This design comes from an exercise in tuning for small area and a short achievable clock period on the open sky130 flow, not from production work. RTL that was checked went through simulation tests only; none was proved equivalent to the original.

==> flow/design.v (excerpt) <==
module pipelined_iir(clk, reset, x, y);
  input wire clk, reset;
  input wire signed [31:0] x;
  output wire signed [31:0] y;
  reg [31:0] xr;    
  reg [43:0] qr;    
  reg [63:0] w11;   
  reg [2:0] wc11;  
  reg [63:0] w10;   
  reg [2:0] wc10;  
  reg [63:0] w9;   
  reg [2:0] wc9;  
  reg [63:0] w8;   
  reg [2:0] wc8;  
  reg [63:0] w7;   
  reg [2:0] wc7;  
  reg [63:0] w6;   
  reg [2:0] wc6;  
  reg [63:0] w5;   
  reg [2:0] wc5;  
  reg [63:0] w4;   
  reg [2:0] wc4;  
  reg [63:0] w3;   
  reg [2:0] wc3;  
  reg [63:0] w2;   
  reg [2:0] wc2;  
  reg [63:0] w1;   
  reg [2:0] wc1;  
  wire signed [45:0] fq3 = ($signed(qr) <<< 0) + ($signed(qr) <<< 1);
  wire signed [48:0] fq23 = ($signed(fq3) <<< 3) - ($signed(qr) <<< 0);
  wire signed [48:0] fq25 = ($signed(qr) <<< 0) + ($signed(fq3) <<< 3);
  wire signed [48:0] fq27 = ($signed(fq3) <<< 0) + ($signed(fq3) <<< 3);
  wire signed [34:0] fx5 = ($signed(xr) <<< 0) + ($signed(xr) <<< 2);
  wire signed [35:0] fx15 = ($signed(xr) <<< 4) - ($signed(xr) <<< 0);
  wire signed [35:0] fx11 = ($signed(xr) <<< 0) + ($signed(fx5) <<< 1);
  wire signed [35:0] fx13 = ($signed(xr) <<< 3) + ($signed(fx5) <<< 0);
  wire n1 = ~fx13[0];
  wire n2, n3; iir_fa un2 (.a(fq27[5]), .b(fx11[4]), .c(n1), .s(n2), .co(n3));
  wire n4, n5; iir_fa un4 (.a(fq27[6]), .b(fx11[5]), .c(n3), .s(n4), .co(n5));
  wire n6, n7; iir_fa un6 (.a(fq27[7]), .b(fx11[6]), .c(n5), .s(n6), .co(n7));
  wire n8, n9; iir_fa un8 (.a(fq27[8]), .b(fx11[7]), .c(n7), .s(n8), .co(n9));
  wire n10, n11; iir_fa un10 (.a(fq27[9]), .b(fx11[8]), .c(n9), .s(n10), .co(n11));
  wire n12, n13; iir_fa un12 (.a(fq3[0]), .b(fq27[10]), .c(fx11[9]), .s(n12), .co(n13));
  wire n14 = ~fx13[5];
  wire n15, n16; iir_ha un15 (.a(n14), .b(n12), .s(n15), .co(n16));
  ...
For scale: ~66 I/O pins, ~150,000 um2 of cells after synthesis.
clock: 32.0 ns
lec_check: 0
cap_margin: 40
core_margin: 2
core_utilization: 35
slew_margin: 40
synth_hierarchical: 1
synth_minimum_keep_size: 0
standard.sh (not shown) runs the stock make flow with config.mk's settings and CLKGATE_MAP_FILE= SYNTH_SCRIPT=/design/flow/synth_recipe.tcl, a recipe that flattens the netlist after the stock synthesis.
==> flow/flow/run.sh <==
#!/bin/bash
set -euo pipefail
export SETUP_SLACK_MARGIN=15
bash standard.sh MATCH_CELL_FOOTPRINT=0 finish > standard.log 2>&1
The baseline went through all stages and came out clean.
Change:
CORE_UTILIZATION = 60   (was 35)
=>
- count of clock-buffer cells in the layout fell by 18
- setup slack is better by 0.048 ns
- core utilization increases by 28 points
- non-clock buffer count is lower by 40
- worst hold slack improves by 0.0040 ns
- synthesized area is unchanged
- register-to-register slack got worse by 0.16 ns
Change:
==> flow/flow/run.sh (replaced) <==
#!/bin/bash
set -euo pipefail
export SETUP_SLACK_MARGIN=14
bash standard.sh > standard.log 2>&1
CORE_UTILIZATION = 35   (was 60)
=>
- area after synthesis does not change
- non-clock buffer count decreases by 85
- critical path depth falls by 5
- core utilization shrinks by 28 points
- die area went up by well over a third
- sequential share of layout area stays flat
- routed wire length fell by a few percent
- sequential cell count is unchanged
- worst setup slack degrades by 0.22 ns
- cell count climbs by about a fifth
Function was not checked in any run of this note: the RTL went through the layout flow alone.

* * *

== the reference run ==
pipelined_iir, a different RTL version from the one above (not shown whole).
Size: about 11000 cells after synthesis, ~830 flip-flops, roughly 0.15 mm² of cells after synthesis.
export LEC_CHECK = 0
export CAP_MARGIN = 40
export CORE_MARGIN = 2
export CORE_UTILIZATION = 70
export PLACE_DENSITY = 0.85
export SLEW_MARGIN = 40
export SYNTH_HIERARCHICAL = 1
export SYNTH_MINIMUM_KEEP_SIZE = 0
export TNS_END_PERCENT = 0
create_clock -name core_clock -period 32.0 [get_ports {clk}]
==> flow/flow/run.sh <==
#!/bin/bash
set -euo pipefail
export SETUP_SLACK_MARGIN=16
bash standard.sh MATCH_CELL_FOOTPRINT=0 IO_CONSTRAINTS=$PWD/flow/io.tcl  finish > standard.log 2>&1
==> flow/flow/io.tcl <==
# data pins in one ordered group on the bottom edge: y[i] next to the x bits that feed it most
set_io_pin_constraint -group -order -region bottom:* -pin_names {x[0] x[1] x[2] x[3] x[4] x[5] x[6] x[7] x[8] x[9] x[10] y[0] x[11] y[1] x[12] y[2] x[13] y[3] x[14] y[4] x[15] y[5] x[16] y[6] x[17] y[7] x[18] y[8] x[19] y[9] x[20] y[10] x[21] y[11] x[22] y[12] x[23] y[13] x[24] y[14] x[25] y[15] x[26] y[16] x[27] y[17] x[28] y[18] x[29] y[19] x[30] y[20] x[31] y[21] y[22] y[23] y[24] y[25] y[26] y[27] y[28] y[29] y[30] y[31]}
Inputs modified between the reference run and the trial run:
Settings: CORE_UTILIZATION changed from 70 to 60; PLACE_DENSITY changed from 0.85 to 0.8.
### Flow results
Count of cells resized by post-cts repair of the trial run falls short of that of the reference run by a little under 10%.
The half-perimeter wire length after placement reported for the trial run is greater than that of the reference run by about 2%.
The trial run and the reference run ended up with roughly the same multi-input gate share of total cell area.
The trial run against the reference run: growth of design area from synthesis to finish did not really move; wire length of the first global-routing pass shows a reduction of about 2.7%.

* * *

Setup of oak:
Another version of the RTL of pipelined_iir (not shown whole).
For scale: ~810 flip-flops, about 150000 µm² of cells after synthesis.
export LEC_CHECK = 0
export CAP_MARGIN = 40
export CORE_MARGIN = 2
export CORE_UTILIZATION = 45
export SLEW_MARGIN = 40
export SYNTH_HIERARCHICAL = 1
export SYNTH_MINIMUM_KEEP_SIZE = 0
create_clock -name core_clock -period 32.0 [get_ports {clk}]
==> flow/flow/run.sh <==
#!/bin/bash
set -euo pipefail
export SETUP_SLACK_MARGIN=15
bash standard.sh MATCH_CELL_FOOTPRINT=0 finish > standard.log 2>&1
Here is what was changed in the inputs of pine compared with oak.
- setting CTS_BUF_LIST to sky130_fd_sc_hd__clkbuf_4 sky130_fd_sc_hd__clkbuf_8 for the first time
- oak -> pine: area overhead of the layout relative to synthesis flat
- Taking oak as the reference point, the final critical-path setup slack of pine rises by 0.011 ns.
- oak -> pine: post-route standard cell area excluding fillers flat
- On total vias in the final route, pine and oak are basically level.

* * *

Another version of the RTL of pipelined_iir (not shown whole).
Size in the first run: about 66 I/O pins, roughly 150000 um2 of cells after synthesis.
==> flow/config.mk <==
export PLATFORM = sky130hd
export DESIGN_NAME = pipelined_iir
export DESIGN_NICKNAME = pipelined_iir
export VERILOG_FILES = /design/flow/design.v
export SDC_FILE = /design/flow/constraint.sdc
export NUM_CORES = 8
export LEC_CHECK = 0
export CAP_MARGIN = 40
export CORE_MARGIN = 2
export CORE_UTILIZATION = 60
export PLACE_DENSITY = 0.8
export SLEW_MARGIN = 40
export SYNTH_HIERARCHICAL = 1
export SYNTH_MINIMUM_KEEP_SIZE = 0
export TNS_END_PERCENT = 0
==> flow/constraint.sdc <==
create_clock -name core_clock -period 32.0 [get_ports {clk}]
set_input_delay 6.4000 -clock core_clock [delete_from_list [all_inputs] [get_ports {clk}]]
set_output_delay 6.4000 -clock core_clock [all_outputs]
set_load 0.01 [all_outputs]
==> flow/flow/run.sh <==
#!/bin/bash
set -euo pipefail
export SETUP_SLACK_MARGIN=16
bash standard.sh MATCH_CELL_FOOTPRINT=0 IO_CONSTRAINTS=$PWD/flow/io.tcl  finish > standard.log 2>&1
Scripts as last shown in full above: flow/flow/io.tcl
The first run produced a clean layout.
Rerun with:
==> flow/flow/run.sh (replaced) <==
#!/bin/bash
set -euo pipefail
export SETUP_SLACK_MARGIN=16
bash standard.sh MATCH_CELL_FOOTPRINT=0 IO_CONSTRAINTS=$PWD/flow/io.tcl finish > standard.log 2>&1
- CTS_CLUSTER_DIAMETER: unset -> 100
- CTS_CLUSTER_SIZE: unset -> 20
The changed run went through all stages and came out clean.
Synthesized area stays the same.
Die area is unchanged.
Worst hold slack is worse by 0.0053 ns.
Synthesized cell count stays the same.
Via count fell by 0.74%.
Wire length fell by 0.83%.
Flip-flop and latch count does not change.
Cell count fell by 0.66%.
Rerun with:
==> flow/flow/run.sh (replaced) <==
#!/bin/bash
set -euo pipefail
export SETUP_SLACK_MARGIN=16
bash standard.sh MATCH_CELL_FOOTPRINT=0 IO_CONSTRAINTS=$PWD/flow/io.tcl  finish > standard.log 2>&1
- PLACE_DENSITY: 0.8 -> 0.7
Fmax stays flat; utilization went up by 0.27 points; clock-buffer cell count went up by 4; setup slack got worse by 0.0044 ns; via count went down by 1.1%; wire length went up by about 3%.

* * *

P:
pipelined_iir, a different RTL version from the one above (not shown whole).
Size in the first run: about 11000 cells after synthesis, about 66 I/O pins, ~150000 sq um of cells after synthesis.
Settings: LEC_CHECK=0, CAP_MARGIN=40, CORE_MARGIN=2, CORE_UTILIZATION=60, PLACE_DENSITY=0.8, SLEW_MARGIN=40, SYNTH_HIERARCHICAL=1, SYNTH_MINIMUM_KEEP_SIZE=0, TNS_END_PERCENT=0; clock period 32.0 ns.
==> flow/flow/run.sh <==
#!/bin/bash
set -euo pipefail
export SETUP_SLACK_MARGIN=16
bash standard.sh MATCH_CELL_FOOTPRINT=0   finish > standard.log 2>&1
P finished every stage and its layout cleared the timing, DRC and antenna checks.
[inputs] Q vs P
# P
export LEC_CHECK = 0
export CAP_MARGIN = 40
export CORE_MARGIN = 2
export CORE_UTILIZATION = 60
export PLACE_DENSITY = 0.8
export SLEW_MARGIN = 40
export SYNTH_HIERARCHICAL = 1
export SYNTH_MINIMUM_KEEP_SIZE = 0
export TNS_END_PERCENT = 0
create_clock -name core_clock -period 32.0 [get_ports {clk}]
# Q
export LEC_CHECK = 0
export CAP_MARGIN = 40
export CORE_MARGIN = 2
export CORE_UTILIZATION = 45
export GPL_TIMING_DRIVEN = 0
export PLACE_DENSITY = 0.75
export SLEW_MARGIN = 40
export SYNTH_HIERARCHICAL = 1
export SYNTH_MINIMUM_KEEP_SIZE = 0
create_clock -name core_clock -period 32.0 [get_ports {clk}]
Findings:
Q did not stop at any stage, and its layout met the timing, DRC and antenna checks.
[compare] base=P new=Q: global-route usage lower; number of ordinary and repair buffers in the finished layout higher.
Compared with P, Q shows a lower sequential share of layout area.
Area growth from synthesis to layout: Q vs P up 6.2 points
Setup slack after layout: Q worse than P
| floorplan die area | Q vs P | 82000 sq um higher |
Sort P and Q by sequential cell area desc -> top: Q
Diff P -> Q | fmax | decrease of 2.3 MHz
Number of buffers inserted during clock tree synthesis of Q falls short of that of P by a little under 10%.
--- input diff Q..R ---
# Q
export LEC_CHECK = 0
export CAP_MARGIN = 40
export CORE_MARGIN = 2
export CORE_UTILIZATION = 45
export GPL_TIMING_DRIVEN = 0
export PLACE_DENSITY = 0.75
export SLEW_MARGIN = 40
export SYNTH_HIERARCHICAL = 1
export SYNTH_MINIMUM_KEEP_SIZE = 0
create_clock -name core_clock -period 32.0 [get_ports {clk}]
# R
export LEC_CHECK = 0
export CAP_MARGIN = 40
export CORE_MARGIN = 2
export CORE_UTILIZATION = 60
export PLACE_DENSITY = 0.8
export SLEW_MARGIN = 40
export SYNTH_HIERARCHICAL = 1
export SYNTH_MINIMUM_KEEP_SIZE = 0
export TNS_END_PERCENT = 0
create_clock -name core_clock -period 32.0 [get_ports {clk}]
==> flow/flow/run.sh <==
#!/bin/bash
set -euo pipefail
export SETUP_SLACK_MARGIN=16
bash standard.sh MATCH_CELL_FOOTPRINT=0 IO_CONSTRAINTS=$PWD/flow/io.tcl  finish > standard.log 2>&1
==> flow/flow/io.tcl (new file) <==
# data pins in one ordered group on the bottom edge: y[i] next to the x bits that feed it most
set_io_pin_constraint -group -order -region bottom:* -pin_names {x[0] x[1] x[2] x[3] x[4] x[5] x[6] x[7] x[8] x[9] x[10] y[0] x[11] y[1] x[12] y[2] x[13] y[3] x[14] y[4] x[15] y[5] x[16] y[6] x[17] y[7] x[18] y[8] x[19] y[9] x[20] y[10] x[21] y[11] x[22] y[12] x[23] y[13] x[24] y[14] x[25] y[15] x[26] y[16] x[27] y[17] x[28] y[18] x[29] y[19] x[30] y[20] x[31] y[21] y[22] y[23] y[24] y[25] y[26] y[27] y[28] y[29] y[30] y[31]}
Findings:
Cell area after technology mapping of R is on par with Q.
R: final design area excluding fillers is 5.0% lower than what Q reported.
Total of plain and repair buffers excluding clock buffers, R vs Q: down by more than a quarter
There was hardly any difference in worst hold slack between Q and R.
Comparing Q and R, worst slack at placement is higher on R.
Note that the die width recorded for Q amounts to 1.15 times the value seen in R.
R reports its origin of the worst setup path as x[27] while Q reports x[12].
In the tables for Q and R, area of the placeable core reads higher with Q.
## Diff of input files: S against R
# R
export LEC_CHECK = 0
export CAP_MARGIN = 40
export CORE_MARGIN = 2
export CORE_UTILIZATION = 60
export PLACE_DENSITY = 0.8
export SLEW_MARGIN = 40
export SYNTH_HIERARCHICAL = 1
export SYNTH_MINIMUM_KEEP_SIZE = 0
export TNS_END_PERCENT = 0
create_clock -name core_clock -period 32.0 [get_ports {clk}]
# S
export LEC_CHECK = 0
export CAP_MARGIN = 40
export CORE_MARGIN = 2
export CORE_UTILIZATION = 70
export PLACE_DENSITY = 0.8
export SLEW_MARGIN = 40
export SYNTH_HIERARCHICAL = 1
export SYNTH_MINIMUM_KEEP_SIZE = 0
create_clock -name core_clock -period 32.0 [get_ports {clk}]
==> flow/flow/run.sh <==
#!/bin/bash
set -euo pipefail
export SETUP_SLACK_MARGIN=16
bash standard.sh MATCH_CELL_FOOTPRINT=0   finish > standard.log 2>&1
removed: flow/flow/io.tcl
The wire length on met3 reported for S is greater than that of R by 26%.
As far as worst setup slack is concerned, S and R perform about the same.
Re total placed cells including tap cells: S is 424 down on R.
S vs. R: met1 demand-to-capacity share in global routing went up by 8.8 points.
Looking at count of clock-buffer cells in the layout across S and R, the one that comes out lower is S.
On global-route usage: between S and R, it ends up higher for S.
In S relative to R, via count had gone up by a little under 10%.
Clock period minus worst slack: R vs S — no meaningful difference
After detailed routing, R needs less wire than S.
Function was not checked in any run of this note: the RTL went through the layout flow alone.

* * *

Setup of sierra:
pipelined_iir with an RTL version that a note above also has.
For scale: roughly 11000 cells after synthesis, about 910 flip-flops, about 66 I/O pins, ~0.15 sq mm of cells after synthesis.
clock: 32.0 ns
lec_check: 0
cap_margin: 40
core_margin: 2
core_utilization: 60
place_density: 0.8
slew_margin: 40
synth_hierarchical: 1
synth_minimum_keep_size: 0
tns_end_percent: 0
==> flow/flow/run.sh <==
#!/bin/bash
set -euo pipefail
export SETUP_SLACK_MARGIN=16
bash standard.sh MATCH_CELL_FOOTPRINT=0 IO_CONSTRAINTS=$PWD/flow/io.tcl finish > standard.log 2>&1
==> flow/flow/io.tcl <==
# data pins in one ordered group on the bottom edge: y[i] next to the x bits that feed it most
set_io_pin_constraint -group -order -region bottom:* -pin_names {x[0] x[1] x[2] x[3] x[4] x[5] x[6] x[7] x[8] x[9] x[10] y[0] x[11] y[1] x[12] y[2] x[13] y[3] x[14] y[4] x[15] y[5] x[16] y[6] x[17] y[7] x[18] y[8] x[19] y[9] x[20] y[10] x[21] y[11] x[22] y[12] x[23] y[13] x[24] y[14] x[25] y[15] x[26] y[16] x[27] y[17] x[28] y[18] x[29] y[19] x[30] y[20] x[31] y[21] y[22] y[23] y[24] y[25] y[26] y[27] y[28] y[29] y[30] y[31]}
### sierra -> nickel
Settings: CTS_CLUSTER_SIZE now 24, previously not set; CTS_CLUSTER_DIAMETER now 100, previously not set.
==> flow/flow/run.sh <==
#!/bin/bash
set -euo pipefail
export SETUP_SLACK_MARGIN=16
bash standard.sh MATCH_CELL_FOOTPRINT=0 IO_CONSTRAINTS=$PWD/flow/io.tcl  finish > standard.log 2>&1
[summary]
Sort sierra and nickel by number of clock-tree buffers in the layout, descending, and sierra comes first.
Looking at wire length of the first global-routing pass across sierra and nickel, the one that comes out lower is nickel.
Input-level comparison between onyx and nickel:
Settings: CTS_CLUSTER_SIZE now 20, was 24.
Findings:
onyx reached the end of the flow, and the finished layout is clean on the timing, DRC and antenna checks. nickel -> onyx: mean instance size in the synthesized netlist delta 0, exact match. Count of plain and timing-repair buffers essentially unchanged between onyx and nickel. The clock network area share was comparable across onyx and nickel. y[31] as the capturing instance or port of the critical path was reported by nickel, and y[28] by onyx.

[static timing again, ports no longer ideal]
How much do the figures lean on ideal ports? The routed layouts below were timed once more, with nothing changed but the port constraints.
Step 1 (the two cells are an assumption about what drives the block):
set clk [get_ports {clk}]
set_driving_cell -lib_cell sky130_fd_sc_hd__clkbuf_16 $clk
set_driving_cell -lib_cell sky130_fd_sc_hd__buf_2 [delete_from_list [all_inputs] $clk]
Step 2 moves the port delays by t, midway between the first and last clock arrival at a register: inputs arrive t later, outputs are due t later. That takes back most of the time a late clock gives input paths.
Three values: ideal ports, drivers, drivers and shift; two values: the first two.
run	t (ns)	setup slack, ns	slew at the worst register clock pin (ns)
the first run of note 1	1.067	14.313 / 14.260 / 14.260	0.07 / 0.07
the second run of note 1	0.967	14.361 / 14.317 / 14.317	0.07 / 0.07
the third run of note 1	0.981	14.136 / 14.077 / 14.077	0.08 / 0.08
the reference run	0.983	15.500 / 15.467 / 15.467	0.07 / 0.07
the trial run	0.957	15.485 / 15.452 / 15.452	0.08 / 0.08
oak	1.024	14.629 / 14.568 / 14.362	0.07 / 0.07
pine	1.167	14.640 / 14.580 / 14.394	0.07 / 0.07
the first run of note 4	0.965	15.571 / 15.523 / 14.882	0.07 / 0.07
the second run of note 4	0.903	15.600 / 15.567 / 14.841	0.10 / 0.10
the third run of note 4	0.891	15.595 / 15.521 / 14.938	0.10 / 0.10
P	0.954	15.166 / 15.106 / 15.106	0.07 / 0.07
Q	0.907	14.495 / 14.213 / 14.213	0.08 / 0.08
R	0.961	15.274 / 15.217 / 15.217	0.07 / 0.07
S	0.970	15.272 / 15.222 / 15.222	0.08 / 0.08
sierra	0.965	15.571 / 15.523 / 14.882	0.07 / 0.07
nickel	0.904	15.600 / 15.549 / 14.875	0.11 / 0.11
onyx	0.903	15.600 / 15.567 / 14.841	0.10 / 0.10
After both steps setup and hold are still met in every run listed.
